Context: an optimization exercise on an open-source flow, tuned for small area, a short achievable clock period and few clock cycles. The choices shown serve that exercise and are no tape-out recipe. In this exercise RTL edits were held to simulation tests only and were not proved equivalent to the original. No activity file was given, so power comes from the tool's default toggle rates.

**flow/run.sh**
```bash
#!/bin/bash
# synth_recipe.tcl (not shown) runs the flow's synth.tcl, then flattens the netlist and writes it again
# the make line also repeats each setting of config.mk as NAME=value (left out here)
make -C /OpenROAD-flow-scripts/flow DESIGN_CONFIG=/design/flow/config.mk WORK_HOME=/design/flow/orfs CLKGATE_MAP_FILE= SYNTH_SCRIPT=/design/flow/synth_recipe.tcl finish
```
**flow/config.mk**
```make
export PLATFORM = sky130hd
export DESIGN_NAME = fpu_add
export DESIGN_NICKNAME = fpu_add
export VERILOG_FILES = /design/flow/design.v
export SDC_FILE = /design/flow/constraint.sdc
export NUM_CORES = 4
export LEC_CHECK = 0
export CAP_MARGIN = 20
export CORE_MARGIN = 2
export CORE_UTILIZATION = 40
export SLEW_MARGIN = 20
```
**flow/constraint.sdc**
```tcl
create_clock -name core_clock -period 10.0 [get_ports {CLK}]
set_input_delay 2.0000 -clock core_clock [delete_from_list [all_inputs] [get_ports {CLK}]]
set_output_delay 2.0000 -clock core_clock [all_outputs]
set_load 0.01 [all_outputs]
```
**flow/design.v**
```verilog
module adder_24b ( Z, COUT, ACK, A, B, CIN, REQ);
  input [23:0] A,B;
  input CIN, REQ;
  output reg [23:0] Z;
  output reg COUT;
  output reg ACK;
always @(*)
begin
  {COUT,Z} = A + B + {23'd0, CIN};
  ACK = REQ;
end
endmodule
module exceptionChecker ( Data, Data_valid, Exc, ACK);
  input [31:0] Data;
  input Data_valid;
  output reg [2:0] Exc;
  output reg ACK;
always @(*)
begin
  Exc = 3'b000;
  if(Data[30:23]==8'hFF && Data[22:0]==0)
    Exc[2:0] = 3'b011; 
  else if(Data[30:23]==8'hFF && Data[22:0]!=0)
    Exc[2:0] = 3'b100; 
  else if(Data[30:23]==8'h00 && Data[22:0]!=0)
    Exc[2:0] = 3'b001; 
  ACK = Data_valid;
end
endmodule
module Adder_cntrl (
    CLK ,
	RSTn ,
	Datain1 ,
	Datain2 ,
	Data_valid ,
	Dataout ,
	Dataout_valid ,
	Exc ,
    Adder_datain1 ,
	Adder_datain2 ,
	Adder_cin ,
	Adder_valid ,
	Adder_dataout ,
	Adder_carryout ,
	Adder_ack  ,
    ExcCheck_valid ,
	ExcCheck_Datain,
	Exc_value,
	Exc_Ack
 ) ;
    input             CLK           ;
	input             RSTn          ;
	input      [31:0] Datain1       ;
	input      [31:0] Datain2       ;
	input             Data_valid    ;
	output reg [31:0] Dataout       ;
	output reg        Dataout_valid ;
	output reg [2:0]  Exc           ;
    output reg [23:0] Adder_datain1 ;
	output reg [23:0] Adder_datain2 ;
	output reg        Adder_cin     ;
	output reg        Adder_valid     ;
	input      [23:0] Adder_dataout   ;
	input             Adder_carryout  ;
	input             Adder_ack       ;
    output reg ExcCheck_valid ;
	output reg[31:0] ExcCheck_Datain;
	input [2:0] Exc_value;
	input Exc_Ack;
localparam [2:0] Idle = 3'd0, AdderState = 3'd1, EvaluateRes = 3'd2, RoundOff = 3'd3,
                 ExceptionChecker = 3'd4, SetOutput = 3'd5 ;
reg [2:0]  StateMC, next_StateMC ;
reg        Op1_Sign, Op1_Sign_reg, Op2_Sign, Op2_Sign_reg ;
reg [7:0]  Final_Exponent, Final_Exponent_reg ;
reg [23:0] Op1_Mantissa, Op1_Mantissa_reg, Op2_Mantissa, Op2_Mantissa_reg ;
reg [2:0]  exc_val, exc_reg ;
reg [26:0] Final_Mantissa, Final_Mantissa_reg ;
reg Final_Sign, Final_Sign_reg ;
reg carry, carry_reg ;
reg G_val, G_reg, R_val, R_reg, S_val, S_reg ;
reg  [31:0] op_big, op_small ;
reg  [7:0]  exp1, exp2, diff ;
reg         nan1, nan2, inf1, inf2 ;
reg  [53:0] aligned ;
reg  [2:0]  low3 ;
reg  [4:0]  lz, sh ;
reg  [7:0]  lim ;
reg  [24:0] rounded ;
wire EOP = Op1_Sign_reg ^ Op2_Sign_reg ;
   always @(posedge CLK) begin
   	if(RSTn!=1) begin
   		StateMC <= Idle ;
		Op1_Sign_reg         <=     0 ;
		Final_Exponent_reg   <=     0 ;
		Op1_Mantissa_reg     <=     0 ;
		Op2_Sign_reg         <=     0 ;
		Op2_Mantissa_reg     <=     0 ;
		exc_reg              <=     0 ;
		Final_Mantissa_reg   <=     0 ;
		Final_Sign_reg       <=     0 ;
		carry_reg            <=     0 ;
		G_reg                <=     0 ;
		R_reg                <=     0 ;
		S_reg                <=     0 ;
   	end
   	else begin
   		StateMC              <=     next_StateMC   ;
		Op1_Sign_reg         <=     Op1_Sign       ;
		Final_Exponent_reg   <=     Final_Exponent ;
		Op1_Mantissa_reg     <=     Op1_Mantissa   ;
		Op2_Sign_reg         <=     Op2_Sign       ;
		Op2_Mantissa_reg     <=     Op2_Mantissa   ;
		exc_reg              <=     exc_val        ;
		Final_Mantissa_reg   <=     Final_Mantissa ;
		Final_Sign_reg       <=     Final_Sign     ;
		carry_reg            <=     carry          ;
		G_reg                <=     G_val          ;
		R_reg                <=     R_val          ;
		S_reg                <=     S_val          ;
   	end
   end
   always@(*) begin
	    next_StateMC    =   StateMC            ;
		Op1_Sign        =   Op1_Sign_reg       ;
		Final_Exponent  =   Final_Exponent_reg ;
		Op1_Mantissa    =   Op1_Mantissa_reg   ;
		Op2_Sign        =   Op2_Sign_reg       ;
		Op2_Mantissa    =   Op2_Mantissa_reg   ;
		exc_val         =   exc_reg            ;
		Final_Mantissa  =   Final_Mantissa_reg ;
		Final_Sign      =   Final_Sign_reg     ;
		carry           =   carry_reg          ;
		G_val           =   G_reg              ;
		R_val           =   R_reg              ;
		S_val           =   S_reg              ;
		ExcCheck_Datain =   0                  ;
		ExcCheck_valid  =   0                  ;
		Dataout         =   0                  ;
		Dataout_valid   =   0                  ;
		Adder_datain1   =   0                  ;
		Adder_datain2   =   0                  ;
		Adder_cin       =   0                  ;
		Adder_valid     =   0                  ;
		Exc             =   0                  ;
		op_big = 0 ; op_small = 0 ; exp1 = 0 ; exp2 = 0 ; diff = 0 ;
		nan1 = 0 ; nan2 = 0 ; inf1 = 0 ; inf2 = 0 ;
		aligned = 0 ; low3 = 0 ; lz = 0 ; sh = 0 ; lim = 0 ; rounded = 0 ;
   	case(StateMC)
		Idle     :   begin
						exc_val  =  0 ;
						G_val    =  0 ;
						R_val    =  0 ;
						S_val    =  0 ;
						Dataout_valid = 0 ;
						if(Data_valid==1) begin  
							exp1 = (Datain1[30:23] == 0) ? 8'd1 : Datain1[30:23] ;
							exp2 = (Datain2[30:23] == 0) ? 8'd1 : Datain2[30:23] ;
							if(exp1 >= exp2) begin
								op_big = Datain1 ; op_small = Datain2 ;
								diff = exp1 - exp2 ;
								Final_Exponent = exp1 ;
							end
							else begin
								op_big = Datain2 ; op_small = Datain1 ;
								diff = exp2 - exp1 ;
								Final_Exponent = exp2 ;
							end
							Op1_Sign       =   op_big[31] ;
							Op2_Sign       =   op_small[31] ;
							Op1_Mantissa   =   {(op_big[30:23] != 0), op_big[22:0]} ;
							if(diff > 8'd27) diff = 8'd27 ;
							aligned        =   {(op_small[30:23] != 0), op_small[22:0], 3'b000, 27'd0} >> diff ;
							Op2_Mantissa   =   aligned[53:30] ;
							G_val          =   aligned[29] ;
							R_val          =   aligned[28] ;
							S_val          =   aligned[27] | (|aligned[26:0]) ;
							nan1 = (Datain1[30:23] == 8'hFF) && (Datain1[22:0] != 0) ;
							nan2 = (Datain2[30:23] == 8'hFF) && (Datain2[22:0] != 0) ;
							inf1 = (Datain1[30:23] == 8'hFF) && (Datain1[22:0] == 0) ;
							inf2 = (Datain2[30:23] == 8'hFF) && (Datain2[22:0] == 0) ;
							if(nan1 || nan2 || (inf1 && inf2 && (Datain1[31] != Datain2[31]))) begin
								exc_val        =   3'b100 ;
								Final_Sign     =   1'b0 ;
								Final_Exponent =   8'hFF ;
								Final_Mantissa =   {2'b11, 25'd0} ;
							end
							else if(inf1 || inf2) begin
								exc_val        =   3'b011 ;
								Final_Sign     =   inf1 ? Datain1[31] : Datain2[31] ;
								Final_Exponent =   8'hFF ;
								Final_Mantissa =   {1'b1, 26'd0} ;
							end
							next_StateMC = AdderState ;  
						end
						else next_StateMC = Idle ;
					 end
	AdderState   :	begin
						Adder_valid  =  1 ;
						Adder_datain1 = Op1_Mantissa_reg ;
						if(EOP == 1) begin
							Adder_datain2 = ~Op2_Mantissa_reg ;
							Adder_cin     = ({G_reg,R_reg,S_reg} == 3'b000) ;
							low3          = (~{G_reg,R_reg,S_reg}) + 1'b1 ;
						end
						else begin
							Adder_datain2 = Op2_Mantissa_reg ;
							low3          = {G_reg,R_reg,S_reg} ;
						end
						if(Adder_ack == 1) begin
							if ( exc_reg != 0 ) next_StateMC = SetOutput ;
							else begin
								Final_Mantissa = {Adder_dataout[23:0], low3} ;
								carry          = Adder_carryout ;
								next_StateMC   = EvaluateRes ;
							end
						end
						else                    next_StateMC = AdderState ;
					end
  EvaluateRes    :  begin
					   if(EOP == 0 && carry_reg == 1) begin
							Final_Sign     = Op1_Sign_reg ;
							Final_Mantissa = {carry_reg, Final_Mantissa_reg[26:2], Final_Mantissa_reg[1] | Final_Mantissa_reg[0]} ;
							if(Final_Exponent_reg == 8'hFE) begin
								exc_val        = 3'b010 ;
								Final_Exponent = 8'hFF ;
								Final_Mantissa = {1'b1, 26'd0} ;
							end
							else Final_Exponent = Final_Exponent_reg + 1'b1 ;
							next_StateMC = RoundOff ;
					   end
					   else if(EOP == 1 && carry_reg == 0) begin
							Final_Mantissa = ~(Final_Mantissa_reg) + 1'b1 ;
							Op1_Sign       = Op2_Sign_reg ;
							Op2_Sign       = Op1_Sign_reg ;
							carry          = 1'b1 ;
							next_StateMC   = EvaluateRes ;
					   end
					   else begin
							lz  = lzc27(Final_Mantissa_reg) ;
							lim = Final_Exponent_reg - 1'b1 ;
							sh  = ({3'd0, lz} <= lim) ? lz : lim[4:0] ;
							Final_Mantissa = Final_Mantissa_reg << sh ;
							Final_Exponent = Final_Exponent_reg - {3'd0, sh} ;
							if(Final_Mantissa_reg == 0) Final_Sign = Op1_Sign_reg & ~EOP ;
							else                        Final_Sign = Op1_Sign_reg ;
							next_StateMC = RoundOff ;
					   end
                    end
	RoundOff    :  begin
						carry = 0 ;
						Final_Mantissa[2:0] = 3'b000 ;
						if(Final_Mantissa_reg[2] & (Final_Mantissa_reg[3] | Final_Mantissa_reg[1] | Final_Mantissa_reg[0])) begin
							rounded = {1'b0, Final_Mantissa_reg[26:3]} + 1'b1 ;
							if(rounded[24]) begin
								Final_Mantissa = {1'b1, 26'd0} ;
								if(Final_Exponent_reg == 8'hFE) begin
									exc_val        = 3'b010 ;
									Final_Exponent = 8'hFF ;
								end
								else Final_Exponent = Final_Exponent_reg + 1'b1 ;
							end
							else Final_Mantissa = {rounded[23:0], 3'b000} ;
						end
						next_StateMC = ExceptionChecker ;
				   end
   ExceptionChecker : begin
						if(Final_Mantissa_reg[26] == 0) Final_Exponent = 8'h00 ;
   						ExcCheck_valid = 1'b1 ;
						ExcCheck_Datain = {Final_Sign_reg, Final_Exponent, Final_Mantissa_reg[25:3]};
						if(Exc_Ack == 1) begin
							if(exc_reg == 0) exc_val = Exc_value ;
						end
						next_StateMC = SetOutput ;
   					  end
	SetOutput   :  begin
						Exc  =  exc_reg ;
						Dataout = {Final_Sign_reg, Final_Exponent_reg, Final_Mantissa_reg[25:3]} ;
						Dataout_valid = 1'b1 ;
						next_StateMC = Idle ;
				   end
	default     :  next_StateMC = Idle ;
	endcase
   end
function automatic [4:0] lzc27(input [26:0] data);
integer i ;
reg found ;
begin
  lzc27 = 5'd27 ;
  found = 1'b0 ;
  for( i=26; i>=0; i=i-1) begin
  	if(!found && data[i]) begin
		lzc27 = 5'd26 - i[4:0] ;
		found = 1'b1 ;
	end
  end
end
endfunction
endmodule
module fpu_add (
    input             CLK ,
    input             RSTn ,
    input      [31:0] Datain1 ,
    input      [31:0] Datain2 ,
    input             Data_valid ,
    output     [31:0] Dataout ,
    output            Dataout_valid ,
    output     [2:0]  Exc
);
wire [23:0] adder_a, adder_b, adder_z ;
wire        adder_cin, adder_req, adder_cout, adder_ack ;
wire        exc_req, exc_ack ;
wire [31:0] exc_data ;
wire [2:0]  exc_value ;
Adder_cntrl u_cntrl (
    .CLK            (CLK),
    .RSTn           (RSTn),
    .Datain1        (Datain1),
    .Datain2        (Datain2),
    .Data_valid     (Data_valid),
    .Dataout        (Dataout),
    .Dataout_valid  (Dataout_valid),
    .Exc            (Exc),
    .Adder_datain1  (adder_a),
    .Adder_datain2  (adder_b),
    .Adder_cin      (adder_cin),
    .Adder_valid    (adder_req),
    .Adder_dataout  (adder_z),
    .Adder_carryout (adder_cout),
    .Adder_ack      (adder_ack),
    .ExcCheck_valid (exc_req),
    .ExcCheck_Datain(exc_data),
    .Exc_value      (exc_value),
    .Exc_Ack        (exc_ack)
);
adder_24b u_adder (
    .Z    (adder_z),
    .COUT (adder_cout),
    .ACK  (adder_ack),
    .A    (adder_a),
    .B    (adder_b),
    .CIN  (adder_cin),
    .REQ  (adder_req)
);
exceptionChecker u_exc (
    .Data       (exc_data),
    .Data_valid (exc_req),
    .Exc        (exc_value),
    .ACK        (exc_ack)
);
endmodule
```
==> run_results.csv <==
group,metric,value,unit
clock_tree,clk_pin_slew,0.07,ns
floorplan,total_die_area,35300,um2
final_layout,largest_register_ff_count,27,
clock_tree,post-cts-setup-buffer-count,0,
floorplan,dieHeight,188,um
detailed_routing,totalWireLength,53.1,mm
detailed_routing,detailroute.via_count,14900,
clock_tree,root_buffer,"clkbuf_16",
synth,synth-async-reset-ratio,0,%
sta,slew_violations,0,
global_route,wire_length_of_the_first_global_routing_pass,82.3,mm
floorplan,boundaryPins,103,
critical_path,rr_endpoint,"u_cntrl.Final_Exponent_reg[7]",
placed_design,gp_congestion,0.968,
hold_path,hold_start,"u_cntrl.Op1_Mantissa_reg[19]",
critical_path,critPathMaxStageDelay,0.64,ns
critical_path,reg2reg_depth,26,
global_route,maximum_number_of_pins_on_one_net_before_global_route_repair,82,
pwr,total_leakage_power,0.00605,uW
detailed_routing,drtAntennaViolNets,0,
critical_path,rr_startpoint,"u_cntrl.Final_Mantissa_reg[20]",
sta,clock-skew-final,0.00951,ns
critical_path,critical_path_required,10.24,ns
global_route,grt_antenna_before_repair,1,
clock_tree,insertion_delay,0.36,ns
synth,mappedNetlistNets,2042,
critical_path,ff_to_ff_setup_slack,2.64,ns
synth,cells_after_synthesis,1914,
global_route,grt_remaining_overflow,0,
clock_tree,cts-htree-levels,3,
synth,synth_area_leaders,"dfxtp_1 14%, mux2i_1 8.2%, nand2_1 5.4%",
sta,slew_headroom,32.3,%
floorplan,initial_core_util,40.4,%
detailed_routing,maxUsedRoutingLayer,"met4",
final_layout,num_antenna_cells,0,
detailed_routing,wl_met3,3.56,mm
pwr,power.density,370,nW/um2
clock_tree,cts-hold-fix-buffers,0,
critical_path,path_delay_family,"compound AO/OA/AOI/OAI gates",
placed_design,port_buffers,102,
sta,accumulated_negative_setup_slack,0,ns
sta,fin_crit,7.92,ns
detailed_routing,remaining_drc_errors,0,
final_layout,final_common_cell,"nand2_1",
final_layout,area.growth.synth_to_final,10.8,%
sta,setup_repair_after_global_routing_missed_its_margin,"false",
synth,synth-edff-count,0,
floorplan,core_region_area,33400,um2
critical_path,cp_max_fo,19,
synth,synth_seq_cells,96,
sta,fmaxAchievable,126,MHz
detailed_routing,routed_via_density,6.34,
clock_tree,clock_sinks,96,
hold_path,hold_path_stages,1,
sta,post-route-period-util,79.2,%
clock_tree,max-clock-path-buffers,2,
placed_design,dp_hpwl,40.3,mm
synth,seq_area_frac_synth,14.2,%
sta,report.final.setup_viol,0,
hold_path,hold_class,"reg -> reg",
critical_path,critical_path.cell_chain,"clkdlybuf4s50_1 > nor4_1 > nand2_1 > nand2b_1 > ha_1 > inv_1 > fa_1 > a21o_1 > a21oi_2 > a211o_1 > a311oi_2 > a311oi_1 > o21a_2 > o211a_1 > nand2_1 > nand2_1 > o22ai_1 > a221o_1 > or4_1 > nor4_1 > o31ai_1",
pwr,ir_drop,0.648,mV
critical_path,worst-path-buf-inv,2,
sta,finalHoldViolCount,0,
clock_tree,cts_resized,0,
clock_tree,cts_tree,"yes",
synth,largest_area_contributor_in_the_netlist,"dfxtp_1",
final_layout,final_core_util,44.8,%
final_layout,share_of_post_route_cells_with_drive_strength_above_1,6.75,%
detailed_routing,route.detailed.wl_per_inst,22.6,um
clock_tree,number_of_clock_buffers_inserted_by_tritoncts,9,
synth,yosysWarnings,3,
floorplan,fp-row-count,67,
critical_path,cell_with_the_largest_stage_delay_on_the_worst_path,"o211a_1",
status,outcome,"complete, no violations",
critical_path,worstSetupEndpointType,"flip-flop",
detailed_routing,detail_route.first_pass.iterations,6,
hold_path,whs_endpoint,"u_cntrl.Op1_Mantissa_reg[19]",
critical_path,timing.critical_path.mode_cell,"nand2_1",
synth,synth_flop_cell,"dfxtp_1",
sta,worst_slew_pin_slew,1.02,ns
critical_path,timing.critical_path.from_type,"input port",
synth,post_synth_num_cell_types,101,
detailed_routing,detailedRoute.firstIterationViolations,1527,
synth,netlist_area,13500,um2
run,max_cap_viol_count,0,
final_layout,num-nets-final,2019,
critical_path,critPathKind,"in -> reg",
final_layout,most-common-layout-cells,"195 x nand2_1, 182 x nor2_1, 113 x a21oi_1, 110 x mux2i_1, 102 x o21ai_0",
global_route,groute.usage.overall,29.3,%
detailed_routing,drt-met1-wl,22.8,mm
global_route,first_global_vias,13900,
detailed_routing,dr_wl_met2,23.9,mm
synth,synth_top_area_share,14.2,%
floorplan,die-width,188,um
synth,synth.avg_cell_area,7.07,um2
critical_path,arrival,8.16,ns
kinds of logic (layout without fill, tap and decap cells):
kind of cell | Yosys count | count (layout) | synth area share, %
simple gates | 738 | 738 | 26.9
compound gates | 567 | 567 | 29.9
buf+inv | 222 | 204 | 6.68
mux | 134 | 134 | 10.2
flops | 96 | 96 | 14.2
xor+xnor | 91 | 91 | 5.89
fa+ha+maj | 66 | 66 | 6.29
cell type report:
cell class | count | area, um2
Fill cell | 3424 | 18500
Timing Repair Buffer | 136 | 1270
Clock buffer | 9 | 225
Tap cell | 448 | 561
Inverter | 52 | 196
Clock inverter | 7 | 80.1
Sequential cell | 96 | 1920
Multi-Input combinational cell | 1596 | 10700
worst register-to-register path: cells and delay by family, from the launching register on:
kind / cells / cell delay [ns]
multiplexers: 1 / 0.52
AND/OR/NAND/NOR: 9 / 2.30
flip-flops: 1 / 0.50
buffers and inverters: 3 / 0.81
adder cells (fa/ha/maj): 4 / 1.46
AO/OA/AOI/OAI: 9 / 1.73
synth_stat cells, drive strengths merged (16+ instances only):
library cell	n
a211o	16
a211oi	23
a21o	17
a21oi	115
a221oi	33
a22oi	28
a31oi	16
and2	45
and3	58
buf	45
clkbuf	125
dfxtp	96
ha	56
inv	51
mux2	21
mux2i	113
nand2	197
nand3	40
nand4	19
nor2	186
nor2b	42
nor3	61
nor4	28
o211a	29
o211ai	23
o21a	18
o21ai	118
o22ai	17
xnor2	68
xor2	23
per-layer routing:
| layer | GRT usage [%] | vias to the layer above |
|---|---|---|
| li1 | - | 7016 |
| met3 | 3.39 | 125 |
| met5 | 0 | - |
| met4 | 15.4 | 0 |
| met1 | 38.8 | 7006 |
| met2 | 46.9 | 706 |
report_power, final:
part | total, uW | internal [uW] | switching [uW]
clock | 369 | 197 | 172
sequential | 662 | 469 | 192
combinational | 4510 | 1640 | 2870
total | 5540 | 2300 | 3240
metrics by stage:
step | hold WS [ns] | setup WS, ns | cells | total power (uW) | instance area, um2
finish | 0.495 | 2.08 | 2344 | 5540 | 15000
global route | 0.503 | 1.69 | 2344 | 5930 | 15000
floorplan | 0.459 | 3.54 | 1914 | 3950 | 13500
global placement | 0.473 | 1.97 | 2328 | 5040 | 14700
detailed placement | 0.479 | 1.87 | 2328 | 5050 | 14700
CTS | 0.497 | 2.22 | 2344 | 5440 | 15000
worst max-delay path by stage:
stage / slack (ns) / from / endpoint / cells after the start
floorplan: 3.54 / u_cntrl.Final_Mantissa_reg[14] / u_cntrl.Final_Exponent_reg[7] / 30
global placement: 1.97 / Datain1[24] / u_cntrl.S_reg / 20
detailed placement: 1.87 / Datain2[24] / u_cntrl.S_reg / 21
CTS: 2.22 / Datain1[24] / u_cntrl.S_reg / 20
global route: 1.69 / Datain2[24] / u_cntrl.S_reg / 21
finish: 2.08 / Datain2[24] / u_cntrl.S_reg / 21
Testbench counts, summed over its fixed seeds: cycles 121,904.

-- static timing again, ports no longer ideal --
The flow's constraints put no driver on any port. The routed layout listed below was extracted and timed again, unchanged, in two steps. Step 1 assumes that a clkbuf_16 drives the clock port and a buf_2 every other input. Step 2 adds t to the input delays and takes it off the output delays; t is the mean of the earliest and latest rising clock arrival at the registers after step 1. Input paths then give back, and output paths get back, about the clock's delay inside the block. Three values: no drivers, after step 1, after step 2; two values: the first two.
shift t [ns]: 0.407
setup WS [ns]: 2.084 / 2.109 / 1.702
hold WS [ns]: 0.495 / 0.495 / 0.495
worst setup path at the end: input to register
latest minus earliest clock arrival (ns): 0.009 / 0.010
After both steps setup and hold are still met in this run. The setup slack of this run moves by +0.025 ns with the drivers and by -0.382 ns with both steps.
